From an optimization exercise on the open Yosys and OpenROAD flow, aimed at small area and a short achievable clock period; shortcuts taken in it are not production practice. Function was not checked in any run shown here: the RTL went through the layout flow alone.

==> flow/design.v, too long to show whole: its modules and the start of the top module <==
// module mul_R: 519 lines
// module mul_G: 531 lines
// module mul_B: 594 lines
// module mul_R_ct: 45 lines
// module mul_G_ct: 45 lines
// module mul_B_ct: 45 lines
// module add25: 92 lines
// module a1_ct23: 45 lines
// module a2_ct23: 45 lines
// module add8: 25 lines
// module add24: 89 lines
// module RGBtoGray: 231 lines
module RGBtoGray (r, g, b, valid_in, clk, rst, grayout, valid_out);
  // ...
==> flow/run.sh <==
#!/bin/bash
# synth_recipe.tcl (not shown) runs the flow's synth.tcl, then flattens the netlist and writes it again
# the make line also repeats each setting of config.mk as NAME=value (left out here)
make -C /OpenROAD-flow-scripts/flow DESIGN_CONFIG=/design/flow/config.mk WORK_HOME=/design/flow/orfs CLKGATE_MAP_FILE= SYNTH_SCRIPT=/design/flow/synth_recipe.tcl finish
==> flow/config.mk <==
export PLATFORM = sky130hd
export DESIGN_NAME = RGBtoGray
export DESIGN_NICKNAME = RGBtoGray
export VERILOG_FILES = /design/flow/design.v
export SDC_FILE = /design/flow/constraint.sdc
export NUM_CORES = 4
export LEC_CHECK = 0
export ABC_AREA = 1
export CAP_MARGIN = 20
export CORE_MARGIN = 2
export CORE_UTILIZATION = 40
export PLACE_DENSITY = 0.6
export SLEW_MARGIN = 20
==> flow/constraint.sdc <==
create_clock -name core_clock -period 12.0 [get_ports {clk}]
set_input_delay 2.4000 -clock core_clock [delete_from_list [all_inputs] [get_ports {clk}]]
set_output_delay 2.4000 -clock core_clock [all_outputs]
set_load 0.01 [all_outputs]
==> flow_metrics.env, run 1 <==
export IMPL_status="timing/DRC/antenna clean"
export IMPL_signal_buffers=143
export IMPL_max_freq_mhz=141
export IMPL_hold_class="flop to flop"
export IMPL_drt_initial_drc_count=1772
export IMPL_crit_family="adder cells"
export IMPL_cp_depth=27
export IMPL_drive_gt1_share_pct=3.71
export IMPL_synth_area_per_cell_um2=8.36
export IMPL_die_height_um=311
export IMPL_cpMaxStageDelayCell="dfxtp_1"
export IMPL_relSlewSlack_pct=41.8
export IMPL_via_per_inst=4.80
export IMPL_wl_um=95500
export IMPL_clockBufferDepth=3
export IMPL_initial_utilization_pct=40.3
export IMPL_startpoint="b_q1[17]$_DFF_P_"
export IMPL_worst_slew_pin_slew_ns=0.873
export IMPL_multi_input_gates=3111
export IMPL_rows=112
export IMPL_yosysWarnings=1
export IMPL_synth_edf_count=0
export IMPL_fin_cells=5860
export IMPL_placedInstanceArea_mm2=0.0400
export IMPL_muxShareOfSynthArea_pct=0.986
export IMPL_nWellTaps=1254
export IMPL_grt_max_degree=103
export IMPL_io_buffers=131
export IMPL_nFillCells=9277
export IMPL_clk_pin_slew_worst_paths_ns=0.06
export IMPL_hold_depth=0
export IMPL_final_setup_tns_ns=0
export IMPL_multi_input_area_mm2=0.0255
export IMPL_whs_ns=0.306
export IMPL_critPathBufInv=3
export IMPL_grt_busiest_layer="met2"
==> inputs of run 2 (changes only) <==
--- a/flow/config.mk
+++ b/flow/config.mk
@@ -8,6 +8,7 @@
 export ABC_AREA = 1
 export CAP_MARGIN = 20
 export CORE_MARGIN = 2
-export CORE_UTILIZATION = 40
-export PLACE_DENSITY = 0.6
+export CORE_UTILIZATION = 65
+export PLACE_DENSITY = 0.8
+export SETUP_SLACK_MARGIN = 5
 export SLEW_MARGIN = 20
==> flow_metrics.env, run 2 <==
export IMPL_synth_edf_count=0
export IMPL_grt_pass1_wl_um=150000
export IMPL_min_period_ns=6.66
export IMPL_grt_overflow=0
export IMPL_setup_viol=0
export IMPL_synth_fp_nets=5430
export IMPL_clk_pin_slew_worst_paths_ns=0.06
export IMPL_wl_um=93500
export IMPL_nets=5534
export IMPL_final_max_slew_viol_count=0
export IMPL_rows=88
export IMPL_clockBufferDepth=3
export IMPL_endpoint_kind="flop"
export IMPL_io_pins=132
export IMPL_drt_initial_drc_count=2383
export IMPL_cts_tree="yes"
export IMPL_yosys_top_cells_area="fa_1, dfxtp_1, ha_1, nand2_1, inv_1"
export IMPL_layout_commonest_cell="nand2_1"
export IMPL_hold_class="flop to flop"
export IMPL_maxCapViolations=0
export IMPL_drtAntennaViolNets=0
export IMPL_cts_root_buf="clkbuf_16"
export IMPL_syn_area_mm2=0.0376
export IMPL_fin_cells=5400
export IMPL_syn_inst=4496
export IMPL_yosys_area_top_type="fa_1"
export IMPL_worstPathRequired_ns=12.47
export IMPL_max_freq_mhz=150
export IMPL_wl_per_cell_um=17.3
export IMPL_dp_cells=5277
export IMPL_fin_crit_sh_pct=55.5
export IMPL_start_kind="flop"
export IMPL_drive_gt1_share_pct=5.35
export IMPL_io_buffers=131
export IMPL_rsz0062_at_grt="true"
export IMPL_grtUsageTotal_pct=31.8
export IMPL_die_w_um=244
export IMPL_finalHoldViolCount=0
export IMPL_status="timing/DRC/antenna clean"
export IMPL_gp_congestion=0.971
export IMPL_yosys_area_top_type_share_pct=26.6
export IMPL_yosysWarnings=1
export IMPL_drcViolationCount=0
export IMPL_initial_utilization_pct=65.4
export IMPL_placedInstanceArea_mm2=0.0394
export IMPL_critPathKind="flop to flop"
export IMPL_crit_fanout=6
export IMPL_dp_hpwl_um=75200
export IMPL_synth_cell_type_count=57
export IMPL_core_area_mm2=0.0575
export IMPL_finalClockSkew_ns=0.0495
export IMPL_cts_made_buffers=47
export IMPL_cpMaxStageDelayCell="fa_1"
export IMPL_grt_max_degree=103
export IMPL_clk_latency_ns=0.61
export IMPL_ys_ff_latch=422
export IMPL_final_cell_mix="nand2_1, inv_1, fa_1"
export IMPL_cpPeakStageDelay_ns=0.55
export IMPL_synth_ff_type="dfxtp_1"
export IMPL_synth_commonest_cells="nand2_1, inv_1, fa_1"
export IMPL_synth_area_per_cell_um2=8.36
export IMPL_cp_arrival_ns=7.13
export IMPL_final_setup_tns_ns=0
export IMPL_grt_pass1_vias=29400
export IMPL_final_core_util_pct=72.1
export IMPL_yosysMostFrequentCell="nand2_1"
export IMPL_synth_async_sr_flop_share_pct=0
export IMPL_die_area_mm2=0.0598
export IMPL_htree_num_levels=2
export IMPL_cts_sinks=422
export IMPL_antenna_cells=0
export IMPL_area_growth_pct=10.3
export IMPL_yosysSeqAreaShare_pct=22.5
export IMPL_first_pass_iters=6
export IMPL_antenna_found_initial=4
export IMPL_vias=29400
export IMPL_relSlewSlack_pct=43.3
export IMPL_via_per_inst=5.44
export IMPL_worst_slew_pin_slew_ns=0.849
export IMPL_die_height_um=244
export IMPL_final_cell_area_mm2=0.0415
run 2: cell counts after synthesis:
Identical to the previous run, type by type.
run 2: what timing repair did:
item	in CTS	in global routing
setup buffers	0	38
setup endpoints to repair	0	34
hold buffers	0	0
resized for setup	0	50
run 2: worst paths after layout:
kind / cells after the start / startpoint / to / slack, ns
hold reg to reg: 0 / fB2_q2[9]$_SDFF_PP0_ / fB2_q3[9]$_DFF_P_ / 0.31
setup reg to reg: 30 / g_q1[5]$_DFF_P_ / fG_q2[17]$_DFF_P_ / 5.34
setup / recovery: 30 / g_q1[5]$_DFF_P_ / fG_q2[17]$_DFF_P_ / 5.34
hold / removal: 0 / fB2_q2[9]$_SDFF_PP0_ / fB2_q3[9]$_DFF_P_ / 0.31
run 2: cell type report:
| cell class | count | area [um2] |
|---|---|---|
| clock buffers | 59 | 1340 |
| flip-flops and latches | 422 | 8480 |
| fillers | 4447 | 16000 |
| inverters | 837 | 3200 |
| clock inverters | 25 | 289 |
| multi-input cells | 3112 | 25500 |
| well taps | 765 | 957 |
| repair buffers | 180 | 1680 |
run 2: metrics by stage:
stage | hold WS [ns] | setup slack [ns]
after floorplan | 0.310 | 5.72
after global placement | 0.311 | 5.15
after detailed placement | 0.312 | 5.03
after CTS | 0.307 | 5.04
after global routing | 0.315 | 4.95
final | 0.313 | 5.34
run 2: cell families after synthesis:
family	synth area share (%)
AO/OA/AOI/OAI	10.3
XOR/XNOR	3.87
buffers and inverters	9.81
flip-flops	22.5
adder cells (fa/ha/maj)	37.8
multiplexers	0.986
AND/OR/NAND/NOR	14.8
run 2: critical path, delay by kind of cell (launching register included):
| kind | cells | cell delay (ns) |
|---|---|---|
| simple gates | 11 | 0.94 |
| xor+xnor | 1 | 0.18 |
| buf+inv | 3 | 0.38 |
| fa+ha+maj | 8 | 3.62 |
| flops | 1 | 0.48 |
| compound gates | 7 | 0.97 |
run 2: metal layers:
layer  global-route usage, %  up-vias  share of wire, %
met1                    42.2    14000                42
met4                    11.5        2               3.6
met3                    3.35      210               5.8
li1                        -    14200                 -
met2                    54.2      977                48
met5                       0        -            0.0086
==> module RGBtoGray, before the edit <==
module RGBtoGray (r, g, b, valid_in, clk, rst, grayout, valid_out);
  input [31:0] r, g, b;
  input valid_in, clk, rst;
  output [31:0] grayout;
  output valid_out;
  reg [31:0] r_q1;
  always @(posedge clk) r_q1 <= r;
  reg [31:0] g_q1;
  always @(posedge clk) g_q1 <= g;
  reg [31:0] b_q1;
  always @(posedge clk) b_q1 <= b;
  wire [24:0] haR, hbR; wire clR;
  mul_R umR(.f(r_q1[22:0]), .ha(haR), .hb(hbR), .cl(clR));
  wire [0:0] hR = (r_q1[22:0] >= 23'd5639165);
  wire [7:0] eR = r_q1[30:23] + 8'd254 + {7'd0, hR};
  wire [0:0] sR = r_q1[31];
  wire [0:0] ziR = (r_q1[30:23] == 8'd0);
  wire [24:0] haG, hbG; wire clG;
  mul_G umG(.f(g_q1[22:0]), .ha(haG), .hb(hbG), .cl(clG));
  wire [0:0] hG = (g_q1[22:0] >= 23'd5902036);
  wire [7:0] eG = g_q1[30:23] + 8'd255 + {7'd0, hG};
  wire [0:0] sG = g_q1[31];
  wire [0:0] ziG = (g_q1[30:23] == 8'd0);
  wire [24:0] haB, hbB; wire clB;
  mul_B umB(.f(b_q1[22:0]), .ha(haB), .hb(hbB), .cl(clB));
  wire [0:0] hB = (b_q1[22:0] >= 23'd809428);
  wire [7:0] eB = b_q1[30:23] + 8'd252 + {7'd0, hB};
  wire [0:0] sB = b_q1[31];
  wire [0:0] ziB = (b_q1[30:23] == 8'd0);
  wire [0:0] zR = ziR | (eR == 8'd0);
  wire [0:0] zG = ziG | (eG == 8'd0);
  wire [7:0] a1_dxy, a1_dyx; wire a1_cxy, a1_cyx;
  add8 a1_usxy(.a(eG), .b(~eR), .ci(1'b1), .s(a1_dxy), .co(a1_cxy));
  add8 a1_usyx(.a(eR), .b(~eG), .ci(1'b1), .s(a1_dyx), .co(a1_cyx));
  wire [0:0] a1_exlt = ~a1_cxy;
  wire [0:0] a1_eq = a1_cxy & a1_cyx;
  wire [7:0] a1_d = ~a1_cxy ? a1_dyx : a1_dxy;
  wire [0:0] zB = ziB | (eB == 8'd0);
  wire [24:0] pR; wire pcR;
  add25 uadR(.a(haR), .b(hbR), .ci(clR), .s(pR), .co(pcR));
  wire [22:0] fR = hR ? pR[23:1] : pR[22:0];
  wire [24:0] pG; wire pcG;
  add25 uadG(.a(haG), .b(hbG), .ci(clG), .s(pG), .co(pcG));
  wire [22:0] fG = hG ? pG[23:1] : pG[22:0];
  wire [24:0] pB; wire pcB;
  add25 uadB(.a(haB), .b(hbB), .ci(clB), .s(pB), .co(pcB));
  wire [22:0] fB = hB ? pB[23:1] : pB[22:0];
  wire [0:0] sB2 = ziB ? 1'b0 : sB;
  wire [7:0] eB2 = ziB ? 8'd0 : eB;
  wire [22:0] fB2 = ziB ? 23'd0 : fB;
  reg [0:0] sR_q2;
  always @(posedge clk) sR_q2 <= sR;
  reg [7:0] eR_q2;
  always @(posedge clk) eR_q2 <= eR;
  reg [22:0] fR_q2;
  always @(posedge clk) fR_q2 <= fR;
  reg [0:0] zR_q2;
  always @(posedge clk) zR_q2 <= zR;
  reg [0:0] sG_q2;
  always @(posedge clk) sG_q2 <= sG;
  reg [7:0] eG_q2;
  always @(posedge clk) eG_q2 <= eG;
  reg [22:0] fG_q2;
  always @(posedge clk) fG_q2 <= fG;
  reg [0:0] zG_q2;
  always @(posedge clk) zG_q2 <= zG;
  reg [0:0] sB2_q2;
  always @(posedge clk) sB2_q2 <= sB2;
  reg [7:0] eB2_q2;
  always @(posedge clk) eB2_q2 <= eB2;
  reg [22:0] fB2_q2;
  always @(posedge clk) fB2_q2 <= fB2;
  reg [0:0] zB_q2;
  always @(posedge clk) zB_q2 <= zB;
  reg [7:0] a1_d_q2;
  always @(posedge clk) a1_d_q2 <= a1_d;
  reg [0:0] a1_exlt_q2;
  always @(posedge clk) a1_exlt_q2 <= a1_exlt;
  reg [0:0] a1_eq_q2;
  always @(posedge clk) a1_eq_q2 <= a1_eq;
  wire [0:0] a1_sely = ~zR_q2 & (zG_q2 | a1_exlt_q2);
  wire [7:0] a1_el = a1_sely ? eR_q2 : eG_q2;
  wire [22:0] a1_flE = a1_sely ? fR_q2 : fG_q2;
  wire [22:0] a1_fsE = a1_sely ? fG_q2 : fR_q2;
  wire [0:0] a1_nz = ~zG_q2 & ~zR_q2;
  wire [0:0] a1_zxy = zG_q2 & zR_q2;
  wire a1_fxge;
  a1_ct23 a1_ucmp(.a(fG_q2), .b(~fR_q2), .ci(1'b1), .co(a1_fxge));
  wire [0:0] a1_swm = a1_nz & a1_eq_q2 & ~a1_fxge;
  wire [0:0] a1_sl = (a1_sely | a1_swm) ? sR_q2 : sG_q2;
  wire [0:0] a1_sub = sG_q2 ^ sR_q2;
  wire [0:0] a1_kill = zG_q2 | zR_q2 | (a1_d_q2[7:5] != 3'd0) | (a1_d_q2[4:3] == 2'b11);
  wire [23:0] a1_a0 = {1'b1, a1_fsE};
  wire [23:0] a1_a1 = a1_d_q2[0] ? {1'b0, a1_a0[23:1]} : a1_a0;
  wire [23:0] a1_a2 = a1_d_q2[1] ? {2'b0, a1_a1[23:2]} : a1_a1;
  wire [23:0] a1_a3 = a1_d_q2[2] ? {4'b0, a1_a2[23:4]} : a1_a2;
  wire [23:0] a1_a4 = a1_d_q2[3] ? {8'b0, a1_a3[23:8]} : a1_a3;
  wire [23:0] a1_a5 = a1_d_q2[4] ? {16'b0, a1_a4[23:16]} : a1_a4;
  wire [23:0] a1_msE = a1_kill ? 24'd0 : a1_a5;
  wire [22:0] a1_fl = a1_swm ? a1_msE[22:0] : a1_flE;
  wire [23:0] a1_ms = a1_swm ? {1'b1, a1_flE} : a1_msE;
  wire [23:0] a1_ma; wire a1_mc;
  add24 a1_uadd(.a({1'b1, a1_fl}), .b(a1_ms ^ {24{a1_sub}}), .ci(a1_sub), .s(a1_ma), .co(a1_mc));
  wire [24:0] a1_m = {a1_mc & ~a1_sub, a1_ma};
  reg [7:0] a1_el_q3;
  always @(posedge clk) a1_el_q3 <= a1_el;
  reg [24:0] a1_m_q3;
  always @(posedge clk) a1_m_q3 <= a1_m;
  reg [0:0] a1_sl_q3;
  always @(posedge clk) a1_sl_q3 <= a1_sl;
  reg [0:0] a1_zxy_q3;
  always @(posedge clk) a1_zxy_q3 <= a1_zxy;
  reg [0:0] a1_nz_q3;
  always @(posedge clk) a1_nz_q3 <= a1_nz;
  reg [0:0] sB2_q3;
  always @(posedge clk) sB2_q3 <= sB2_q2;
  reg [7:0] eB2_q3;
  always @(posedge clk) eB2_q3 <= eB2_q2;
  reg [22:0] fB2_q3;
  always @(posedge clk) fB2_q3 <= fB2_q2;
  reg [0:0] zB_q3;
  always @(posedge clk) zB_q3 <= zB_q2;
  wire [23:0] a1_n0 = a1_m_q3[23:0];
  wire a1_z16 = (a1_n0[23:8] == 16'd0);
  wire [23:0] a1_n1 = a1_z16 ? {a1_n0[7:0], 16'd0} : a1_n0;
  wire a1_z8 = (a1_n1[23:16] == 8'd0);
  wire [23:0] a1_n2 = a1_z8 ? {a1_n1[15:0], 8'd0} : a1_n1;
  wire a1_z4 = (a1_n2[23:20] == 4'd0);
  wire [23:0] a1_n3 = a1_z4 ? {a1_n2[19:0], 4'd0} : a1_n2;
  wire a1_z2 = (a1_n3[23:22] == 2'd0);
  wire [23:0] a1_n4 = a1_z2 ? {a1_n3[21:0], 2'd0} : a1_n3;
  wire a1_z1 = ~a1_n4[23];
  wire [23:0] a1_n5 = a1_z1 ? {a1_n4[22:0], 1'b0} : a1_n4;
  wire [0:0] a1_mz = ~a1_m_q3[24] & ~a1_n4[23] & ~a1_n4[22];
  wire [22:0] a1_fo = a1_m_q3[24] ? a1_m_q3[23:1] : a1_n5[22:0];
  wire [7:0] a1_lzn = a1_m_q3[24] ? 8'd0 : {3'b111, ~a1_z16, ~a1_z8, ~a1_z4, ~a1_z2, ~a1_z1};
  wire [7:0] a1_eadd; wire a1_eco;
  add8 a1_uexp(.a(a1_el_q3), .b(a1_lzn), .ci(1'b1), .s(a1_eadd), .co(a1_eco));
  wire [7:0] a1_eo = a1_mz ? 8'd0 : a1_eadd;
  wire [0:0] a1_so = a1_mz ? 1'b0 : a1_sl_q3;
  wire [22:0] a1_fo2 = a1_fo;
  wire [0:0] a1_zo = a1_zxy_q3 | (a1_nz_q3 & (a1_eo == 8'd0));
  wire [7:0] a2_dxy, a2_dyx; wire a2_cxy, a2_cyx;
  add8 a2_usxy(.a(eB2_q3), .b(~a1_eo), .ci(1'b1), .s(a2_dxy), .co(a2_cxy));
  add8 a2_usyx(.a(a1_eo), .b(~eB2_q3), .ci(1'b1), .s(a2_dyx), .co(a2_cyx));
  wire [0:0] a2_exlt = ~a2_cxy;
  wire [0:0] a2_eq = a2_cxy & a2_cyx;
  wire [7:0] a2_d = ~a2_cxy ? a2_dyx : a2_dxy;
  reg [0:0] a1_so_q4;
  always @(posedge clk) a1_so_q4 <= a1_so;
  reg [7:0] a1_eo_q4;
  always @(posedge clk) a1_eo_q4 <= a1_eo;
  reg [22:0] a1_fo2_q4;
  always @(posedge clk) a1_fo2_q4 <= a1_fo2;
  reg [0:0] a1_zo_q4;
  always @(posedge clk) a1_zo_q4 <= a1_zo;
  reg [0:0] sB2_q4;
  always @(posedge clk) sB2_q4 <= sB2_q3;
  reg [7:0] eB2_q4;
  always @(posedge clk) eB2_q4 <= eB2_q3;
  reg [22:0] fB2_q4;
  always @(posedge clk) fB2_q4 <= fB2_q3;
  reg [0:0] zB_q4;
  always @(posedge clk) zB_q4 <= zB_q3;
  reg [7:0] a2_d_q4;
  always @(posedge clk) a2_d_q4 <= a2_d;
  reg [0:0] a2_exlt_q4;
  always @(posedge clk) a2_exlt_q4 <= a2_exlt;
  reg [0:0] a2_eq_q4;
  always @(posedge clk) a2_eq_q4 <= a2_eq;
  wire [0:0] a2_sely = ~a1_zo_q4 & (zB_q4 | a2_exlt_q4);
  wire [7:0] a2_el = a2_sely ? a1_eo_q4 : eB2_q4;
  wire [22:0] a2_flE = a2_sely ? a1_fo2_q4 : fB2_q4;
  wire [22:0] a2_fsE = a2_sely ? fB2_q4 : a1_fo2_q4;
  wire [0:0] a2_nz = ~zB_q4 & ~a1_zo_q4;
  wire [0:0] a2_zxy = zB_q4 & a1_zo_q4;
  wire a2_fxge;
  a2_ct23 a2_ucmp(.a(fB2_q4), .b(~a1_fo2_q4), .ci(1'b1), .co(a2_fxge));
  wire [0:0] a2_swm = a2_nz & a2_eq_q4 & ~a2_fxge;
  wire [0:0] a2_sl = (a2_sely | a2_swm) ? a1_so_q4 : sB2_q4;
  wire [0:0] a2_sub = sB2_q4 ^ a1_so_q4;
  wire [0:0] a2_kill = zB_q4 | a1_zo_q4 | (a2_d_q4[7:5] != 3'd0) | (a2_d_q4[4:3] == 2'b11);
  wire [23:0] a2_a0 = {1'b1, a2_fsE};
  wire [23:0] a2_a1 = a2_d_q4[0] ? {1'b0, a2_a0[23:1]} : a2_a0;
  wire [23:0] a2_a2 = a2_d_q4[1] ? {2'b0, a2_a1[23:2]} : a2_a1;
  wire [23:0] a2_a3 = a2_d_q4[2] ? {4'b0, a2_a2[23:4]} : a2_a2;
  wire [23:0] a2_a4 = a2_d_q4[3] ? {8'b0, a2_a3[23:8]} : a2_a3;
  wire [23:0] a2_a5 = a2_d_q4[4] ? {16'b0, a2_a4[23:16]} : a2_a4;
  wire [23:0] a2_msE = a2_kill ? 24'd0 : a2_a5;
  wire [22:0] a2_fl = a2_swm ? a2_msE[22:0] : a2_flE;
  wire [23:0] a2_ms = a2_swm ? {1'b1, a2_flE} : a2_msE;
  wire [23:0] a2_ma; wire a2_mc;
  add24 a2_uadd(.a({1'b1, a2_fl}), .b(a2_ms ^ {24{a2_sub}}), .ci(a2_sub), .s(a2_ma), .co(a2_mc));
  wire [24:0] a2_m = {a2_mc & ~a2_sub, a2_ma};
  reg [7:0] a2_el_q5;
  always @(posedge clk) a2_el_q5 <= a2_el;
  reg [24:0] a2_m_q5;
  always @(posedge clk) a2_m_q5 <= a2_m;
  reg [0:0] a2_sl_q5;
  always @(posedge clk) a2_sl_q5 <= a2_sl;
  reg [0:0] a2_zxy_q5;
  always @(posedge clk) a2_zxy_q5 <= a2_zxy;
  reg [0:0] a2_nz_q5;
  always @(posedge clk) a2_nz_q5 <= a2_nz;
  wire [23:0] a2_n0 = a2_m_q5[23:0];
  wire a2_z16 = (a2_n0[23:8] == 16'd0);
  wire [23:0] a2_n1 = a2_z16 ? {a2_n0[7:0], 16'd0} : a2_n0;
  wire a2_z8 = (a2_n1[23:16] == 8'd0);
  wire [23:0] a2_n2 = a2_z8 ? {a2_n1[15:0], 8'd0} : a2_n1;
  wire a2_z4 = (a2_n2[23:20] == 4'd0);
  wire [23:0] a2_n3 = a2_z4 ? {a2_n2[19:0], 4'd0} : a2_n2;
  wire a2_z2 = (a2_n3[23:22] == 2'd0);
  wire [23:0] a2_n4 = a2_z2 ? {a2_n3[21:0], 2'd0} : a2_n3;
  wire a2_z1 = ~a2_n4[23];
  wire [23:0] a2_n5 = a2_z1 ? {a2_n4[22:0], 1'b0} : a2_n4;
  wire [0:0] a2_mz = ~a2_m_q5[24] & ~a2_n4[23] & ~a2_n4[22];
  wire [22:0] a2_fo = a2_m_q5[24] ? a2_m_q5[23:1] : a2_n5[22:0];
  wire [7:0] a2_lzn = a2_m_q5[24] ? 8'd0 : {3'b111, ~a2_z16, ~a2_z8, ~a2_z4, ~a2_z2, ~a2_z1};
  wire [7:0] a2_eadd; wire a2_eco;
  add8 a2_uexp(.a(a2_el_q5), .b(a2_lzn), .ci(1'b1), .s(a2_eadd), .co(a2_eco));
  wire [7:0] a2_eo = a2_mz ? 8'd0 : a2_eadd;
  wire [0:0] a2_so = a2_mz ? 1'b0 : a2_sl_q5;
  wire [22:0] a2_fo2 = a2_fo;
  wire [31:0] gout = {a2_so, a2_eo, a2_fo2};
  reg [31:0] gout_q6;
  always @(posedge clk) gout_q6 <= gout;
  assign grayout = gout_q6;
  reg [5:0] vp;
  always @(posedge clk) vp <= rst ? 6'd0 : {vp[4:0], valid_in};
  assign valid_out = vp[5];
endmodule
==> inputs of run 3 (changes only) <==
--- a/flow/design.v
+++ b/flow/design.v
@@ -2111,40 +2111,48 @@
   wire [0:0] a1_eq = a1_cxy & a1_cyx;
   wire [7:0] a1_d = ~a1_cxy ? a1_dyx : a1_dxy;
   wire [0:0] zB = ziB | (eB == 8'd0);
-  wire [24:0] pR; wire pcR;
-  add25 uadR(.a(haR), .b(hbR), .ci(clR), .s(pR), .co(pcR));
-  wire [22:0] fR = hR ? pR[23:1] : pR[22:0];
-  wire [24:0] pG; wire pcG;
-  add25 uadG(.a(haG), .b(hbG), .ci(clG), .s(pG), .co(pcG));
-  wire [22:0] fG = hG ? pG[23:1] : pG[22:0];
-  wire [24:0] pB; wire pcB;
-  add25 uadB(.a(haB), .b(hbB), .ci(clB), .s(pB), .co(pcB));
-  wire [22:0] fB = hB ? pB[23:1] : pB[22:0];
-  wire [0:0] sB2 = ziB ? 1'b0 : sB;
-  wire [7:0] eB2 = ziB ? 8'd0 : eB;
-  wire [22:0] fB2 = ziB ? 23'd0 : fB;
-  reg [0:0] sR_q2;
-  always @(posedge clk) sR_q2 <= sR;
+  reg [24:0] haR_q2;
+  always @(posedge clk) haR_q2 <= haR;
+  reg [24:0] hbR_q2;
+  always @(posedge clk) hbR_q2 <= hbR;
+  reg [0:0] clR_q2;
+  always @(posedge clk) clR_q2 <= clR;
+  reg [0:0] hR_q2;
+  always @(posedge clk) hR_q2 <= hR;
   reg [7:0] eR_q2;
   always @(posedge clk) eR_q2 <= eR;
-  reg [22:0] fR_q2;
-  always @(posedge clk) fR_q2 <= fR;
-  reg [0:0] zR_q2;
-  always @(posedge clk) zR_q2 <= zR;
-  reg [0:0] sG_q2;
-  always @(posedge clk) sG_q2 <= sG;
+  reg [0:0] sR_q2;
+  always @(posedge clk) sR_q2 <= sR;
+  reg [24:0] haG_q2;
+  always @(posedge clk) haG_q2 <= haG;
+  reg [24:0] hbG_q2;
+  always @(posedge clk) hbG_q2 <= hbG;
+  reg [0:0] clG_q2;
+  always @(posedge clk) clG_q2 <= clG;
+  reg [0:0] hG_q2;
+  always @(posedge clk) hG_q2 <= hG;
   reg [7:0] eG_q2;
   always @(posedge clk) eG_q2 <= eG;
-  reg [22:0] fG_q2;
-  always @(posedge clk) fG_q2 <= fG;
+  reg [0:0] sG_q2;
+  always @(posedge clk) sG_q2 <= sG;
+  reg [24:0] haB_q2;
+  always @(posedge clk) haB_q2 <= haB;
+  reg [24:0] hbB_q2;
+  always @(posedge clk) hbB_q2 <= hbB;
+  reg [0:0] clB_q2;
+  always @(posedge clk) clB_q2 <= clB;
+  reg [0:0] hB_q2;
+  always @(posedge clk) hB_q2 <= hB;
+  reg [7:0] eB_q2;
+  always @(posedge clk) eB_q2 <= eB;
+  reg [0:0] sB_q2;
+  always @(posedge clk) sB_q2 <= sB;
+  reg [0:0] ziB_q2;
+  always @(posedge clk) ziB_q2 <= ziB;
+  reg [0:0] zR_q2;
+  always @(posedge clk) zR_q2 <= zR;
   reg [0:0] zG_q2;
   always @(posedge clk) zG_q2 <= zG;
-  reg [0:0] sB2_q2;
-  always @(posedge clk) sB2_q2 <= sB2;
-  reg [7:0] eB2_q2;
-  always @(posedge clk) eB2_q2 <= eB2;
-  reg [22:0] fB2_q2;
-  always @(posedge clk) fB2_q2 <= fB2;
   reg [0:0] zB_q2;
   always @(posedge clk) zB_q2 <= zB;
   reg [7:0] a1_d_q2;
@@ -2153,49 +2161,95 @@
   always @(posedge clk) a1_exlt_q2 <= a1_exlt;
   reg [0:0] a1_eq_q2;
   always @(posedge clk) a1_eq_q2 <= a1_eq;
-  wire [0:0] a1_sely = ~zR_q2 & (zG_q2 | a1_exlt_q2);
-  wire [7:0] a1_el = a1_sely ? eR_q2 : eG_q2;
-  wire [22:0] a1_flE = a1_sely ? fR_q2 : fG_q2;
-  wire [22:0] a1_fsE = a1_sely ? fG_q2 : fR_q2;
-  wire [0:0] a1_nz = ~zG_q2 & ~zR_q2;
-  wire [0:0] a1_zxy = zG_q2 & zR_q2;
+  wire [24:0] pR; wire pcR;
+  add25 uadR(.a(haR_q2), .b(hbR_q2), .ci(clR_q2), .s(pR), .co(pcR));
+  wire [22:0] fR = hR_q2 ? pR[23:1] : pR[22:0];
+  wire [24:0] pG; wire pcG;
+  add25 uadG(.a(haG_q2), .b(hbG_q2), .ci(clG_q2), .s(pG), .co(pcG));
+  wire [22:0] fG = hG_q2 ? pG[23:1] : pG[22:0];
+  wire [24:0] pB; wire pcB;
+  add25 uadB(.a(haB_q2), .b(hbB_q2), .ci(clB_q2), .s(pB), .co(pcB));
+  wire [22:0] fB = hB_q2 ? pB[23:1] : pB[22:0];
+  wire [0:0] sB2 = ziB_q2 ? 1'b0 : sB_q2;
+  wire [7:0] eB2 = ziB_q2 ? 8'd0 : eB_q2;
+  wire [22:0] fB2 = ziB_q2 ? 23'd0 : fB;
+  reg [0:0] sR_q3;
+  always @(posedge clk) sR_q3 <= sR_q2;
+  reg [7:0] eR_q3;
+  always @(posedge clk) eR_q3 <= eR_q2;
+  reg [22:0] fR_q3;
+  always @(posedge clk) fR_q3 <= fR;
+  reg [0:0] zR_q3;
+  always @(posedge clk) zR_q3 <= zR_q2;
+  reg [0:0] sG_q3;
+  always @(posedge clk) sG_q3 <= sG_q2;
+  reg [7:0] eG_q3;
+  always @(posedge clk) eG_q3 <= eG_q2;
+  reg [22:0] fG_q3;
+  always @(posedge clk) fG_q3 <= fG;
+  reg [0:0] zG_q3;
+  always @(posedge clk) zG_q3 <= zG_q2;
+  reg [0:0] sB2_q3;
+  always @(posedge clk) sB2_q3 <= sB2;
+  reg [7:0] eB2_q3;
+  always @(posedge clk) eB2_q3 <= eB2;
+  reg [22:0] fB2_q3;
+  always @(posedge clk) fB2_q3 <= fB2;
+  reg [0:0] zB_q3;
+  always @(posedge clk) zB_q3 <= zB_q2;
+  reg [7:0] a1_d_q3;
+  always @(posedge clk) a1_d_q3 <= a1_d_q2;
+  reg [0:0] a1_exlt_q3;
+  always @(posedge clk) a1_exlt_q3 <= a1_exlt_q2;
+  reg [0:0] a1_eq_q3;
+  always @(posedge clk) a1_eq_q3 <= a1_eq_q2;
+  wire [0:0] a1_sely = ~zR_q3 & (zG_q3 | a1_exlt_q3);
+  wire [7:0] a1_el = a1_sely ? eR_q3 : eG_q3;
+  wire [22:0] a1_flE = a1_sely ? fR_q3 : fG_q3;
+  wire [22:0] a1_fsE = a1_sely ? fG_q3 : fR_q3;
+  wire [0:0] a1_nz = ~zG_q3 & ~zR_q3;
+  wire [0:0] a1_zxy = zG_q3 & zR_q3;
   wire a1_fxge;
-  a1_ct23 a1_ucmp(.a(fG_q2), .b(~fR_q2), .ci(1'b1), .co(a1_fxge));
-  wire [0:0] a1_swm = a1_nz & a1_eq_q2 & ~a1_fxge;
-  wire [0:0] a1_sl = (a1_sely | a1_swm) ? sR_q2 : sG_q2;
-  wire [0:0] a1_sub = sG_q2 ^ sR_q2;
-  wire [0:0] a1_kill = zG_q2 | zR_q2 | (a1_d_q2[7:5] != 3'd0) | (a1_d_q2[4:3] == 2'b11);
+  a1_ct23 a1_ucmp(.a(fG_q3), .b(~fR_q3), .ci(1'b1), .co(a1_fxge));
+  wire [0:0] a1_swm = a1_nz & a1_eq_q3 & ~a1_fxge;
+  wire [0:0] a1_sl = (a1_sely | a1_swm) ? sR_q3 : sG_q3;
+  wire [0:0] a1_sub = sG_q3 ^ sR_q3;
+  wire [0:0] a1_kill = zG_q3 | zR_q3 | (a1_d_q3[7:5] != 3'd0) | (a1_d_q3[4:3] == 2'b11);
   wire [23:0] a1_a0 = {1'b1, a1_fsE};
-  wire [23:0] a1_a1 = a1_d_q2[0] ? {1'b0, a1_a0[23:1]} : a1_a0;
-  wire [23:0] a1_a2 = a1_d_q2[1] ? {2'b0, a1_a1[23:2]} : a1_a1;
-  wire [23:0] a1_a3 = a1_d_q2[2] ? {4'b0, a1_a2[23:4]} : a1_a2;
-  wire [23:0] a1_a4 = a1_d_q2[3] ? {8'b0, a1_a3[23:8]} : a1_a3;
-  wire [23:0] a1_a5 = a1_d_q2[4] ? {16'b0, a1_a4[23:16]} : a1_a4;
+  wire [23:0] a1_a1 = a1_d_q3[0] ? {1'b0, a1_a0[23:1]} : a1_a0;
+  wire [23:0] a1_a2 = a1_d_q3[1] ? {2'b0, a1_a1[23:2]} : a1_a1;
+  wire [23:0] a1_a3 = a1_d_q3[2] ? {4'b0, a1_a2[23:4]} : a1_a2;
+  wire [23:0] a1_a4 = a1_d_q3[3] ? {8'b0, a1_a3[23:8]} : a1_a3;
+  wire [23:0] a1_a5 = a1_d_q3[4] ? {16'b0, a1_a4[23:16]} : a1_a4;
   wire [23:0] a1_msE = a1_kill ? 24'd0 : a1_a5;
   wire [22:0] a1_fl = a1_swm ? a1_msE[22:0] : a1_flE;
   wire [23:0] a1_ms = a1_swm ? {1'b1, a1_flE} : a1_msE;
+  reg [7:0] a1_el_q4;
+  always @(posedge clk) a1_el_q4 <= a1_el;
+  reg [22:0] a1_fl_q4;
+  always @(posedge clk) a1_fl_q4 <= a1_fl;
+  reg [23:0] a1_ms_q4;
+  always @(posedge clk) a1_ms_q4 <= a1_ms;
+  reg [0:0] a1_sl_q4;
+  always @(posedge clk) a1_sl_q4 <= a1_sl;
+  reg [0:0] a1_sub_q4;
+  always @(posedge clk) a1_sub_q4 <= a1_sub;
+  reg [0:0] a1_zxy_q4;
+  always @(posedge clk) a1_zxy_q4 <= a1_zxy;
+  reg [0:0] a1_nz_q4;
+  always @(posedge clk) a1_nz_q4 <= a1_nz;
+  reg [0:0] sB2_q4;
+  always @(posedge clk) sB2_q4 <= sB2_q3;
+  reg [7:0] eB2_q4;
+  always @(posedge clk) eB2_q4 <= eB2_q3;
+  reg [22:0] fB2_q4;
+  always @(posedge clk) fB2_q4 <= fB2_q3;
+  reg [0:0] zB_q4;
+  always @(posedge clk) zB_q4 <= zB_q3;
   wire [23:0] a1_ma; wire a1_mc;
-  add24 a1_uadd(.a({1'b1, a1_fl}), .b(a1_ms ^ {24{a1_sub}}), .ci(a1_sub), .s(a1_ma), .co(a1_mc));
-  wire [24:0] a1_m = {a1_mc & ~a1_sub, a1_ma};
-  reg [7:0] a1_el_q3;
-  always @(posedge clk) a1_el_q3 <= a1_el;
-  reg [24:0] a1_m_q3;
-  always @(posedge clk) a1_m_q3 <= a1_m;
-  reg [0:0] a1_sl_q3;
-  always @(posedge clk) a1_sl_q3 <= a1_sl;
-  reg [0:0] a1_zxy_q3;
-  always @(posedge clk) a1_zxy_q3 <= a1_zxy;
-  reg [0:0] a1_nz_q3;
-  always @(posedge clk) a1_nz_q3 <= a1_nz;
-  reg [0:0] sB2_q3;
-  always @(posedge clk) sB2_q3 <= sB2_q2;
-  reg [7:0] eB2_q3;
-  always @(posedge clk) eB2_q3 <= eB2_q2;
-  reg [22:0] fB2_q3;
-  always @(posedge clk) fB2_q3 <= fB2_q2;
-  reg [0:0] zB_q3;
-  always @(posedge clk) zB_q3 <= zB_q2;
-  wire [23:0] a1_n0 = a1_m_q3[23:0];
+  add24 a1_uadd(.a({1'b1, a1_fl_q4}), .b(a1_ms_q4 ^ {24{a1_sub_q4}}), .ci(a1_sub_q4), .s(a1_ma), .co(a1_mc));
+  wire [24:0] a1_m = {a1_mc & ~a1_sub_q4, a1_ma};
+  wire [23:0] a1_n0 = a1_m[23:0];
   wire a1_z16 = (a1_n0[23:8] == 16'd0);
   wire [23:0] a1_n1 = a1_z16 ? {a1_n0[7:0], 16'd0} : a1_n0;
   wire a1_z8 = (a1_n1[23:16] == 8'd0);
@@ -2206,78 +2260,104 @@
   wire [23:0] a1_n4 = a1_z2 ? {a1_n3[21:0], 2'd0} : a1_n3;
   wire a1_z1 = ~a1_n4[23];
   wire [23:0] a1_n5 = a1_z1 ? {a1_n4[22:0], 1'b0} : a1_n4;
-  wire [0:0] a1_mz = ~a1_m_q3[24] & ~a1_n4[23] & ~a1_n4[22];
-  wire [22:0] a1_fo = a1_m_q3[24] ? a1_m_q3[23:1] : a1_n5[22:0];
-  wire [7:0] a1_lzn = a1_m_q3[24] ? 8'd0 : {3'b111, ~a1_z16, ~a1_z8, ~a1_z4, ~a1_z2, ~a1_z1};
+  wire [0:0] a1_mz = ~a1_m[24] & ~a1_n4[23] & ~a1_n4[22];
+  wire [22:0] a1_fo = a1_m[24] ? a1_m[23:1] : a1_n5[22:0];
+  wire [7:0] a1_lzn = a1_m[24] ? 8'd0 : {3'b111, ~a1_z16, ~a1_z8, ~a1_z4, ~a1_z2, ~a1_z1};
+  reg [7:0] a1_el_q5;
+  always @(posedge clk) a1_el_q5 <= a1_el_q4;
+  reg [7:0] a1_lzn_q5;
+  always @(posedge clk) a1_lzn_q5 <= a1_lzn;
+  reg [22:0] a1_fo_q5;
+  always @(posedge clk) a1_fo_q5 <= a1_fo;
+  reg [0:0] a1_mz_q5;
+  always @(posedge clk) a1_mz_q5 <= a1_mz;
+  reg [0:0] a1_sl_q5;
+  always @(posedge clk) a1_sl_q5 <= a1_sl_q4;
+  reg [0:0] a1_zxy_q5;
+  always @(posedge clk) a1_zxy_q5 <= a1_zxy_q4;
+  reg [0:0] a1_nz_q5;
+  always @(posedge clk) a1_nz_q5 <= a1_nz_q4;
+  reg [0:0] sB2_q5;
+  always @(posedge clk) sB2_q5 <= sB2_q4;
+  reg [7:0] eB2_q5;
+  always @(posedge clk) eB2_q5 <= eB2_q4;
+  reg [22:0] fB2_q5;
+  always @(posedge clk) fB2_q5 <= fB2_q4;
+  reg [0:0] zB_q5;
+  always @(posedge clk) zB_q5 <= zB_q4;
   wire [7:0] a1_eadd; wire a1_eco;
-  add8 a1_uexp(.a(a1_el_q3), .b(a1_lzn), .ci(1'b1), .s(a1_eadd), .co(a1_eco));
-  wire [7:0] a1_eo = a1_mz ? 8'd0 : a1_eadd;
-  wire [0:0] a1_so = a1_mz ? 1'b0 : a1_sl_q3;
-  wire [22:0] a1_fo2 = a1_fo;
-  wire [0:0] a1_zo = a1_zxy_q3 | (a1_nz_q3 & (a1_eo == 8'd0));
+  add8 a1_uexp(.a(a1_el_q5), .b(a1_lzn_q5), .ci(1'b1), .s(a1_eadd), .co(a1_eco));
+  wire [7:0] a1_eo = a1_mz_q5 ? 8'd0 : a1_eadd;
+  wire [0:0] a1_so = a1_mz_q5 ? 1'b0 : a1_sl_q5;
+  wire [22:0] a1_fo2 = a1_fo_q5;
+  wire [0:0] a1_zo = a1_zxy_q5 | (a1_nz_q5 & (a1_eo == 8'd0));
   wire [7:0] a2_dxy, a2_dyx; wire a2_cxy, a2_cyx;
-  add8 a2_usxy(.a(eB2_q3), .b(~a1_eo), .ci(1'b1), .s(a2_dxy), .co(a2_cxy));
-  add8 a2_usyx(.a(a1_eo), .b(~eB2_q3), .ci(1'b1), .s(a2_dyx), .co(a2_cyx));
+  add8 a2_usxy(.a(eB2_q5), .b(~a1_eo), .ci(1'b1), .s(a2_dxy), .co(a2_cxy));
+  add8 a2_usyx(.a(a1_eo), .b(~eB2_q5), .ci(1'b1), .s(a2_dyx), .co(a2_cyx));
   wire [0:0] a2_exlt = ~a2_cxy;
   wire [0:0] a2_eq = a2_cxy & a2_cyx;
   wire [7:0] a2_d = ~a2_cxy ? a2_dyx : a2_dxy;
-  reg [0:0] a1_so_q4;
-  always @(posedge clk) a1_so_q4 <= a1_so;
-  reg [7:0] a1_eo_q4;
-  always @(posedge clk) a1_eo_q4 <= a1_eo;
-  reg [22:0] a1_fo2_q4;
-  always @(posedge clk) a1_fo2_q4 <= a1_fo2;
-  reg [0:0] a1_zo_q4;
-  always @(posedge clk) a1_zo_q4 <= a1_zo;
-  reg [0:0] sB2_q4;
-  always @(posedge clk) sB2_q4 <= sB2_q3;
-  reg [7:0] eB2_q4;
-  always @(posedge clk) eB2_q4 <= eB2_q3;
-  reg [22:0] fB2_q4;
-  always @(posedge clk) fB2_q4 <= fB2_q3;
-  reg [0:0] zB_q4;
-  always @(posedge clk) zB_q4 <= zB_q3;
-  reg [7:0] a2_d_q4;
-  always @(posedge clk) a2_d_q4 <= a2_d;
-  reg [0:0] a2_exlt_q4;
-  always @(posedge clk) a2_exlt_q4 <= a2_exlt;
-  reg [0:0] a2_eq_q4;
-  always @(posedge clk) a2_eq_q4 <= a2_eq;
-  wire [0:0] a2_sely = ~a1_zo_q4 & (zB_q4 | a2_exlt_q4);
-  wire [7:0] a2_el = a2_sely ? a1_eo_q4 : eB2_q4;
-  wire [22:0] a2_flE = a2_sely ? a1_fo2_q4 : fB2_q4;
-  wire [22:0] a2_fsE = a2_sely ? fB2_q4 : a1_fo2_q4;
-  wire [0:0] a2_nz = ~zB_q4 & ~a1_zo_q4;
-  wire [0:0] a2_zxy = zB_q4 & a1_zo_q4;
+  reg [0:0] a1_so_q6;
+  always @(posedge clk) a1_so_q6 <= a1_so;
+  reg [7:0] a1_eo_q6;
+  always @(posedge clk) a1_eo_q6 <= a1_eo;
+  reg [22:0] a1_fo2_q6;
+  always @(posedge clk) a1_fo2_q6 <= a1_fo2;
+  reg [0:0] a1_zo_q6;
+  always @(posedge clk) a1_zo_q6 <= a1_zo;
+  reg [0:0] sB2_q6;
+  always @(posedge clk) sB2_q6 <= sB2_q5;
+  reg [7:0] eB2_q6;
+  always @(posedge clk) eB2_q6 <= eB2_q5;
+  reg [22:0] fB2_q6;
+  always @(posedge clk) fB2_q6 <= fB2_q5;
+  reg [0:0] zB_q6;
+  always @(posedge clk) zB_q6 <= zB_q5;
+  reg [7:0] a2_d_q6;
+  always @(posedge clk) a2_d_q6 <= a2_d;
+  reg [0:0] a2_exlt_q6;
+  always @(posedge clk) a2_exlt_q6 <= a2_exlt;
+  reg [0:0] a2_eq_q6;
+  always @(posedge clk) a2_eq_q6 <= a2_eq;
+  wire [0:0] a2_sely = ~a1_zo_q6 & (zB_q6 | a2_exlt_q6);
+  wire [7:0] a2_el = a2_sely ? a1_eo_q6 : eB2_q6;
+  wire [22:0] a2_flE = a2_sely ? a1_fo2_q6 : fB2_q6;
+  wire [22:0] a2_fsE = a2_sely ? fB2_q6 : a1_fo2_q6;
+  wire [0:0] a2_nz = ~zB_q6 & ~a1_zo_q6;
+  wire [0:0] a2_zxy = zB_q6 & a1_zo_q6;
   wire a2_fxge;
-  a2_ct23 a2_ucmp(.a(fB2_q4), .b(~a1_fo2_q4), .ci(1'b1), .co(a2_fxge));
-  wire [0:0] a2_swm = a2_nz & a2_eq_q4 & ~a2_fxge;
-  wire [0:0] a2_sl = (a2_sely | a2_swm) ? a1_so_q4 : sB2_q4;
-  wire [0:0] a2_sub = sB2_q4 ^ a1_so_q4;
-  wire [0:0] a2_kill = zB_q4 | a1_zo_q4 | (a2_d_q4[7:5] != 3'd0) | (a2_d_q4[4:3] == 2'b11);
+  a2_ct23 a2_ucmp(.a(fB2_q6), .b(~a1_fo2_q6), .ci(1'b1), .co(a2_fxge));
+  wire [0:0] a2_swm = a2_nz & a2_eq_q6 & ~a2_fxge;
+  wire [0:0] a2_sl = (a2_sely | a2_swm) ? a1_so_q6 : sB2_q6;
+  wire [0:0] a2_sub = sB2_q6 ^ a1_so_q6;
+  wire [0:0] a2_kill = zB_q6 | a1_zo_q6 | (a2_d_q6[7:5] != 3'd0) | (a2_d_q6[4:3] == 2'b11);
   wire [23:0] a2_a0 = {1'b1, a2_fsE};
-  wire [23:0] a2_a1 = a2_d_q4[0] ? {1'b0, a2_a0[23:1]} : a2_a0;
-  wire [23:0] a2_a2 = a2_d_q4[1] ? {2'b0, a2_a1[23:2]} : a2_a1;
-  wire [23:0] a2_a3 = a2_d_q4[2] ? {4'b0, a2_a2[23:4]} : a2_a2;
-  wire [23:0] a2_a4 = a2_d_q4[3] ? {8'b0, a2_a3[23:8]} : a2_a3;
-  wire [23:0] a2_a5 = a2_d_q4[4] ? {16'b0, a2_a4[23:16]} : a2_a4;
+  wire [23:0] a2_a1 = a2_d_q6[0] ? {1'b0, a2_a0[23:1]} : a2_a0;
+  wire [23:0] a2_a2 = a2_d_q6[1] ? {2'b0, a2_a1[23:2]} : a2_a1;
+  wire [23:0] a2_a3 = a2_d_q6[2] ? {4'b0, a2_a2[23:4]} : a2_a2;
+  wire [23:0] a2_a4 = a2_d_q6[3] ? {8'b0, a2_a3[23:8]} : a2_a3;
+  wire [23:0] a2_a5 = a2_d_q6[4] ? {16'b0, a2_a4[23:16]} : a2_a4;
   wire [23:0] a2_msE = a2_kill ? 24'd0 : a2_a5;
   wire [22:0] a2_fl = a2_swm ? a2_msE[22:0] : a2_flE;
   wire [23:0] a2_ms = a2_swm ? {1'b1, a2_flE} : a2_msE;
+  reg [7:0] a2_el_q7;
+  always @(posedge clk) a2_el_q7 <= a2_el;
+  reg [22:0] a2_fl_q7;
+  always @(posedge clk) a2_fl_q7 <= a2_fl;
+  reg [23:0] a2_ms_q7;
+  always @(posedge clk) a2_ms_q7 <= a2_ms;
+  reg [0:0] a2_sl_q7;
+  always @(posedge clk) a2_sl_q7 <= a2_sl;
+  reg [0:0] a2_sub_q7;
+  always @(posedge clk) a2_sub_q7 <= a2_sub;
+  reg [0:0] a2_zxy_q7;
+  always @(posedge clk) a2_zxy_q7 <= a2_zxy;
+  reg [0:0] a2_nz_q7;
+  always @(posedge clk) a2_nz_q7 <= a2_nz;
   wire [23:0] a2_ma; wire a2_mc;
-  add24 a2_uadd(.a({1'b1, a2_fl}), .b(a2_ms ^ {24{a2_sub}}), .ci(a2_sub), .s(a2_ma), .co(a2_mc));
-  wire [24:0] a2_m = {a2_mc & ~a2_sub, a2_ma};
-  reg [7:0] a2_el_q5;
-  always @(posedge clk) a2_el_q5 <= a2_el;
-  reg [24:0] a2_m_q5;
-  always @(posedge clk) a2_m_q5 <= a2_m;
-  reg [0:0] a2_sl_q5;
-  always @(posedge clk) a2_sl_q5 <= a2_sl;
-  reg [0:0] a2_zxy_q5;
-  always @(posedge clk) a2_zxy_q5 <= a2_zxy;
-  reg [0:0] a2_nz_q5;
-  always @(posedge clk) a2_nz_q5 <= a2_nz;
-  wire [23:0] a2_n0 = a2_m_q5[23:0];
+  add24 a2_uadd(.a({1'b1, a2_fl_q7}), .b(a2_ms_q7 ^ {24{a2_sub_q7}}), .ci(a2_sub_q7), .s(a2_ma), .co(a2_mc));
+  wire [24:0] a2_m = {a2_mc & ~a2_sub_q7, a2_ma};
+  wire [23:0] a2_n0 = a2_m[23:0];
   wire a2_z16 = (a2_n0[23:8] == 16'd0);
   wire [23:0] a2_n1 = a2_z16 ? {a2_n0[7:0], 16'd0} : a2_n0;
   wire a2_z8 = (a2_n1[23:16] == 8'd0);
@@ -2288,19 +2368,33 @@
   wire [23:0] a2_n4 = a2_z2 ? {a2_n3[21:0], 2'd0} : a2_n3;
   wire a2_z1 = ~a2_n4[23];
   wire [23:0] a2_n5 = a2_z1 ? {a2_n4[22:0], 1'b0} : a2_n4;
-  wire [0:0] a2_mz = ~a2_m_q5[24] & ~a2_n4[23] & ~a2_n4[22];
-  wire [22:0] a2_fo = a2_m_q5[24] ? a2_m_q5[23:1] : a2_n5[22:0];
-  wire [7:0] a2_lzn = a2_m_q5[24] ? 8'd0 : {3'b111, ~a2_z16, ~a2_z8, ~a2_z4, ~a2_z2, ~a2_z1};
+  wire [0:0] a2_mz = ~a2_m[24] & ~a2_n4[23] & ~a2_n4[22];
+  wire [22:0] a2_fo = a2_m[24] ? a2_m[23:1] : a2_n5[22:0];
+  wire [7:0] a2_lzn = a2_m[24] ? 8'd0 : {3'b111, ~a2_z16, ~a2_z8, ~a2_z4, ~a2_z2, ~a2_z1};
+  reg [7:0] a2_el_q8;
+  always @(posedge clk) a2_el_q8 <= a2_el_q7;
+  reg [7:0] a2_lzn_q8;
+  always @(posedge clk) a2_lzn_q8 <= a2_lzn;
+  reg [22:0] a2_fo_q8;
+  always @(posedge clk) a2_fo_q8 <= a2_fo;
+  reg [0:0] a2_mz_q8;
+  always @(posedge clk) a2_mz_q8 <= a2_mz;
+  reg [0:0] a2_sl_q8;
+  always @(posedge clk) a2_sl_q8 <= a2_sl_q7;
+  reg [0:0] a2_zxy_q8;
+  always @(posedge clk) a2_zxy_q8 <= a2_zxy_q7;
+  reg [0:0] a2_nz_q8;
+  always @(posedge clk) a2_nz_q8 <= a2_nz_q7;
   wire [7:0] a2_eadd; wire a2_eco;
-  add8 a2_uexp(.a(a2_el_q5), .b(a2_lzn), .ci(1'b1), .s(a2_eadd), .co(a2_eco));
-  wire [7:0] a2_eo = a2_mz ? 8'd0 : a2_eadd;
-  wire [0:0] a2_so = a2_mz ? 1'b0 : a2_sl_q5;
-  wire [22:0] a2_fo2 = a2_fo;
+  add8 a2_uexp(.a(a2_el_q8), .b(a2_lzn_q8), .ci(1'b1), .s(a2_eadd), .co(a2_eco));
+  wire [7:0] a2_eo = a2_mz_q8 ? 8'd0 : a2_eadd;
+  wire [0:0] a2_so = a2_mz_q8 ? 1'b0 : a2_sl_q8;
+  wire [22:0] a2_fo2 = a2_fo_q8;
   wire [31:0] gout = {a2_so, a2_eo, a2_fo2};
-  reg [31:0] gout_q6;
-  always @(posedge clk) gout_q6 <= gout;
-  assign grayout = gout_q6;
-  reg [5:0] vp;
-  always @(posedge clk) vp <= rst ? 6'd0 : {vp[4:0], valid_in};
-  assign valid_out = vp[5];
+  reg [31:0] gout_q9;
+  always @(posedge clk) gout_q9 <= gout;
+  assign grayout = gout_q9;
+  reg [8:0] vp;
+  always @(posedge clk) vp <= rst ? 9'd0 : {vp[7:0], valid_in};
+  assign valid_out = vp[8];
 endmodule
--- a/flow/config.mk
+++ b/flow/config.mk
@@ -8,7 +8,6 @@
 export ABC_AREA = 1
 export CAP_MARGIN = 20
 export CORE_MARGIN = 2
-export CORE_UTILIZATION = 65
-export PLACE_DENSITY = 0.8
-export SETUP_SLACK_MARGIN = 5
+export CORE_UTILIZATION = 40
+export PLACE_DENSITY = 0.6
 export SLEW_MARGIN = 20
==> flow_metrics.env, run 3 <==
export IMPL_yosysWarnings=1
export IMPL_cp_arrival_ns=6.29
export IMPL_drtAntennaViolNets=0
export IMPL_syn_area_mm2=0.0453
export IMPL_yosysMostFrequentCell="nand2_1"
export IMPL_htree_num_levels=3
export IMPL_syn_inst=5043
export IMPL_cpMaxStageDelayCell="nand2_1"
export IMPL_grt_max_degree=103
export IMPL_wl_um=103000
export IMPL_die_w_um=340
export IMPL_crit_fanout=25
export IMPL_synth_fp_nets=5976
export IMPL_max_freq_mhz=176
export IMPL_cp_common_cell="nand2_1"
export IMPL_cts_made_buffers=84
export IMPL_grtUsageTotal_pct=18.2
export IMPL_cpPeakStageDelay_ns=0.44
export IMPL_synth_cell_type_count=63
export IMPL_cts_tree="yes"
export IMPL_core_area_mm2=0.112
export IMPL_relSlewSlack_pct=29.8
export IMPL_grt_util_met2_pct=29.9
export IMPL_cts_root_buf="clkbuf_16"
export IMPL_min_period_ns=5.69
export IMPL_grt_overflow=0
export IMPL_pre_cts_ws_ns=6.34
export IMPL_io_buffers=131
export IMPL_die_height_um=340
export IMPL_final_setup_tns_ns=0
export IMPL_grt_pass1_wl_um=170000
export IMPL_drive_gt1_share_pct=4.65
export IMPL_yosys_top_cells_area="dfxtp_1, fa_1, ha_1, nand2_1, inv_1"
export IMPL_finalHoldViolCount=0
export IMPL_yosys_area_top_type="dfxtp_1"
export IMPL_clk_latency_ns=0.66
export IMPL_status="timing/DRC/antenna clean"
export IMPL_critPathBufInv=6
export IMPL_vias=31400
export IMPL_critPathKind="flop to flop"
export IMPL_layout_commonest_cell="nand2_1"
export IMPL_die_area_mm2=0.116
export IMPL_io_pins=132
export IMPL_finalClockSkew_ns=0.0525
export IMPL_synth_xor_area_share_pct=2.78
export IMPL_grt_pass1_vias=31800
export IMPL_dp_hpwl_um=82300
export IMPL_area_growth_pct=12.6
export IMPL_drcViolationCount=0
export IMPL_synth_compound_area_share_pct=8.18
export IMPL_first_pass_iters=5
export IMPL_synth_async_sr_flop_share_pct=0
export IMPL_antenna_found_initial=1
export IMPL_worstPathRequired_ns=12.60
export IMPL_clockBufferDepth=3
export IMPL_grt_busiest_layer="met2"
export IMPL_drt_initial_drc_count=1626
export IMPL_cts_setup_buffers=0
export IMPL_maxCapViolations=0
export IMPL_via_per_inst=4.68
export IMPL_synth_ff_type="dfxtp_1"
export IMPL_rsz0062_at_grt="false"
export IMPL_endpoint_kind="flop"
export IMPL_start_kind="flop"
export IMPL_grt_met3_usage_pct=2.83
export IMPL_synth_simple_area_share_pct=14.2
export IMPL_gp_congestion=0.911
export IMPL_clk_pin_slew_worst_paths_ns=0.06
export IMPL_muxShareOfSynthArea_pct=0.757
export IMPL_crit_family="simple AND/OR/NAND/NOR gates"
export IMPL_fin_crit_sh_pct=47.4
export IMPL_synth_area_per_cell_um2=8.98
export IMPL_worst_slack_ns=6.31
export IMPL_synth_commonest_cells="nand2_1, inv_1, dfxtp_1"
export IMPL_hold_class="flop to flop"
export IMPL_synth_edf_count=0
export IMPL_rows=123
export IMPL_cts_resized_gates=0
export IMPL_synthAdderAreaFrac_pct=31.3
export IMPL_final_cell_mix="nand2_1, inv_1, dfxtp_1"
export IMPL_synth_top_family_by_area="adder cells"
export IMPL_ys_ff_latch=767
export IMPL_yosys_area_top_type_share_pct=33.9
export IMPL_initial_utilization_pct=40.3
export IMPL_wl_per_cell_um=15.3
export IMPL_worst_slew_pin_slew_ns=1.05
export IMPL_cts_sinks=767
export IMPL_gr_usage_met1_pct=25.2
export IMPL_setup_viol=0
export IMPL_yosysSeqAreaShare_pct=33.9
export IMPL_hold_buffers=0
export IMPL_final_max_slew_viol_count=0
export IMPL_nets=6075
-- run 3: cell types whose count changed in the layout (fill, tap and decap cells not counted), moves of 37 or more --
cell | before | now
dfxtp_1 | 396 | 767
inv_1 | 807 | 892
nand2_1 | 909 | 1061
buf_4 | 49 | 12
clkbuf_16 | 48 | 88
a21oi_1 | 198 | 160
-- run 3: cell type report --
| class | instances | area (um2) |
|---|---|---|
| Clock inverter | 39 | 541 |
| Fill cell | 11000 | 61400 |
| Clock buffer | 113 | 2410 |
| Antenna cell | 1 | 2.50 |
| Timing Repair Buffer | 144 | 1430 |
| Sequential cell | 767 | 15400 |
| Tap cell | 1500 | 1880 |
| Inverter | 911 | 3420 |
| Multi-Input combinational cell | 3234 | 25900 |
-- run 3: cell families after synthesis --
group	Yosys count
DFF	767
buffers and inverters	1042
xor gates and xnor gates	142
and+or+nand+nor	1557
AOI/OAI and AO/OA	669
adders and majority gates	834
muxes	32
-- run 3: per-stage QoR --
step	instances	util, %	hold WS, ns	cell area [um2]
after floorplan	5043	-	0.310	45300
after global placement	6555	42.7	0.310	48000
after detailed placement	6555	42.7	0.312	48000
after CTS	6707	45.4	0.306	50900
after global routing	6708	45.4	0.327	51000
final	6709	45.4	0.309	51000
-- run 3: metal layers --
| layer | part of all wire, % | wire length (um) | vias up |
|---|---|---|---|
| met5 | 0 | 0 | - |
| met4 | 2.1 | 2150 | 0 |
| met3 | 4.6 | 4700 | 140 |
| met2 | 46 | 47500 | 620 |
| met1 | 47 | 48600 | 14800 |
| li1 | - | - | 15800 |
-- run 3: worst register-to-register path, delay by kind of cell, from the launching register on --
family	cells	cell delay, ns
xor+xnor	2	0.42
simple gates	20	2.75
buf+inv	6	0.93
fa+ha+maj	2	0.65
compound gates	2	0.61
flops	1	0.30
-- run 3: worst paths after layout --
check                           from              endpoint  slack [ns]  cells after the start
hold / removal    fB2_q5[22]$_DFF_P_    fB2_q6[22]$_DFF_P_        0.31                      0
setup / recovery   a1_sub_q4$_DFF_P_  a1_fo_q5[14]$_DFF_P_        6.31                     32
hold reg to reg   fB2_q5[22]$_DFF_P_    fB2_q6[22]$_DFF_P_        0.31                      0
setup reg to reg   a1_sub_q4$_DFF_P_  a1_fo_q5[14]$_DFF_P_        6.31                     32
==> inputs of run 4 (changes only) <==
==> flow/flow/run.sh (new file) <==
#!/bin/bash
set -euo pipefail
bash standard.sh SETUP_SLACK_MARGIN=7.5 finish > standard_flow.log 2>&1
==> flow/standard.sh (new file) <==
#!/bin/bash
# synth_recipe.tcl (not shown) runs the flow's synth.tcl, then flattens the netlist and writes it again
# the make line also repeats each setting of config.mk as NAME=value (left out here)
make -C /OpenROAD-flow-scripts/flow DESIGN_CONFIG=/design/flow/config.mk WORK_HOME=/design/flow/orfs CLKGATE_MAP_FILE= SYNTH_SCRIPT=/design/flow/synth_recipe.tcl "${@:-finish}"
removed: flow/run.sh
==> flow_metrics.env, run 4 <==
export IMPL_status="timing/DRC/antenna clean"
export IMPL_cts_root_buf="clkbuf_16"
export IMPL_placedInstanceArea_mm2=0.0480
export IMPL_pre_cts_ws_ns=6.31
export IMPL_max_freq_mhz=203
export IMPL_dp_cells=6555
export IMPL_yosys_area_top_type_share_pct=33.9
export IMPL_finalClockSkew_ns=0.0360
export IMPL_via_per_inst=4.76
export IMPL_die_height_um=340
export IMPL_drt_initial_drc_count=1894
export IMPL_drive_gt1_share_pct=13.1
export IMPL_grt_max_degree=93
export IMPL_final_cell_area_mm2=0.0544
export IMPL_worstPathRequired_ns=12.62
export IMPL_drtAntennaViolNets=0
export IMPL_clk_pin_slew_worst_paths_ns=0.06
export IMPL_synth_cell_type_count=63
export IMPL_synth_async_sr_flop_share_pct=0
export IMPL_cts_tree="yes"
export IMPL_cp_common_cell="nand2_1"
export IMPL_rsz0062_at_grt="true"
export IMPL_final_setup_tns_ns=0
export IMPL_rows=123
export IMPL_clockBufferDepth=3
export IMPL_core_area_mm2=0.112
export IMPL_gp_congestion=0.903
export IMPL_yosysWarnings=1
export IMPL_area_growth_pct=20.1
export IMPL_critPathKind="flop to flop"
export IMPL_wl_per_cell_um=16.0
export IMPL_worst_slew_pin_slew_ns=1.07
export IMPL_min_period_ns=4.92
export IMPL_vias=32700
export IMPL_syn_area_mm2=0.0453
export IMPL_whs_ns=0.308
export IMPL_start_kind="flop"
export IMPL_wl_um=110000
export IMPL_clk_latency_ns=0.68
export IMPL_yosys_area_top_type="dfxtp_1"
export IMPL_grt_pass1_vias=33100
export IMPL_yosys_top_cells_area="dfxtp_1, fa_1, ha_1, nand2_1, inv_1"
export IMPL_fin_crit_sh_pct=41.0
export IMPL_ys_ff_latch=767
export IMPL_final_max_slew_viol_count=0
export IMPL_cts_sinks=767
export IMPL_hold_class="flop to flop"
export IMPL_yosysSeqAreaShare_pct=33.9
export IMPL_endpoint_kind="flop"
export IMPL_synth_commonest_cells="nand2_1, inv_1, dfxtp_1"
export IMPL_first_pass_iters=6
export IMPL_initial_utilization_pct=40.3
export IMPL_nets=6249
export IMPL_io_buffers=131
export IMPL_hold_buffers=0
export IMPL_cp_arrival_ns=5.54
export IMPL_drcViolationCount=0
export IMPL_antenna_found_initial=1
export IMPL_finalHoldViolCount=0
export IMPL_synth_ff_type="dfxtp_1"
export IMPL_layout_commonest_cell="nand2_1"
export IMPL_htree_num_levels=3
export IMPL_die_area_mm2=0.116
export IMPL_cpPeakStageDelay_ns=0.53
export IMPL_grt_pass1_wl_um=175000
export IMPL_cpMaxStageDelayCell="fa_2"
export IMPL_cts_made_buffers=84
export IMPL_die_w_um=340
export IMPL_synth_fp_nets=5976
export IMPL_synth_area_per_cell_um2=8.98
export IMPL_grtUsageTotal_pct=18.8
export IMPL_grt_overflow=0
export IMPL_synth_edf_count=0
export IMPL_relSlewSlack_pct=28.8
export IMPL_worst_slack_ns=7.08
export IMPL_maxCapViolations=0
export IMPL_dp_hpwl_um=82000
export IMPL_yosysMostFrequentCell="nand2_1"
export IMPL_final_cell_mix="nand2_1, inv_1, dfxtp_1"
export IMPL_crit_fanout=6
export IMPL_syn_inst=5043
export IMPL_fin_cells=6881
export IMPL_io_pins=132
export IMPL_setup_viol=0
run 4: path summary, 6_finish.rpt:
path,cells past startpoint,end,start,slack [ns]
hold reg to reg,0,eB2_q5[5]$_DFF_P_,eB2_q4[5]$_DFF_P_,0.31
setup / recovery,33,a2_fo_q8[6]$_DFF_P_,a2_sub_q7$_DFF_P_,7.08
hold / removal,0,eB2_q5[5]$_DFF_P_,eB2_q4[5]$_DFF_P_,0.31
setup reg to reg,33,a2_fo_q8[6]$_DFF_P_,a2_sub_q7$_DFF_P_,7.08
run 4: metrics by stage:
stage	util [%]
2_1_floorplan	-
3_3_place_gp	42.7
3_5_place_dp	42.7
4_1_cts	47.0
5_1_grt	48.4
6_report	48.4
run 4: area by class of cell:
type	instances	area, um2
multi-input combinational	3254	27600
timing repair buffer	295	3080
fill	10600	58000
clock buffer	100	2210
clock inverter	50	663
tap	1500	1880
inverter	911	3500
antenna	1	2.50
sequential	767	15400
timing repair inverter	3	25.0
run 4: cell families (layout without fill, tap and decap cells):
| kind of cell | after synthesis | after routing | share of synthesized area [%] |
|---|---|---|---|
| and+or+nand+nor | 1557 | 1575 | 14.2 |
| DFF | 767 | 767 | 33.9 |
| AOI/OAI and AO/OA | 669 | 671 | 8.18 |
| buffers and inverters | 1042 | 1359 | 8.81 |
| adders and majority gates | 834 | 834 | 31.3 |
| other | 0 | 1 | 0 |
| muxes | 32 | 32 | 0.757 |
| xor gates and xnor gates | 142 | 142 | 2.78 |
run 4: per-layer routing:
metal / vias to the layer above / part of all wire [%] / GRT usage (%) / wire length [um]
met5: - / 0 / 0 / 0
met4: 0 / 2.7 / 5.01 / 2920
met3: 205 / 5.3 / 3.22 / 5870
met2: 783 / 47 / 31.3 / 51600
met1: 15500 / 45 / 25.3 / 49500
li1: 16200 / - / - / -
run 4: critical path, delay by kind of cell (launching register included):
family                   cells  cell delay [ns]
XOR/XNOR                     1             0.16
AND/OR/NAND/NOR             20             2.22
buffers and inverters        7             0.85
flip-flops                   1             0.38
adder cells (fa/ha/maj)      2             0.84
AO/OA/AOI/OAI                3             0.41
run 4: timing repair:
action,CTS,global route
hold endpoints to repair,0,0
gates resized for setup,221,264
pin swaps,81,102
setup endpoints to repair,66,66
buffers inserted,91,51
cloned,21,10

re-timing with driven ports:
The flow's constraints put no driver on any port. The routed layouts listed below were extracted and timed again, unchanged, in two steps. Step 1: set_driving_cell puts a clkbuf_16 on clk and a buf_2 on each other input, an assumption about the parent block. Step 2, shift: input delay + t, output delay - t, t = (earliest + latest rising clock arrival at the registers) / 2. This alone moves slack from input paths to output paths. a / b / c = no drivers / after step 1 / after step 2; a / b = the first two.
run	t (ns)	slack for setup (ns)	latest minus earliest clock arrival (ns)	pins driven straight from the clock port
run 1	0.687	4.927 / 4.927 / 4.927	0.032 / 0.032	1
run 2	0.653	5.337 / 5.337 / 5.337	0.050 / 0.050	1
run 3	0.703	6.314 / 6.314 / 6.314	0.053 / 0.053	1
run 4	0.726	7.078 / 7.078 / 7.078	0.043 / 0.042	1
After both steps every run listed still meets setup and hold.
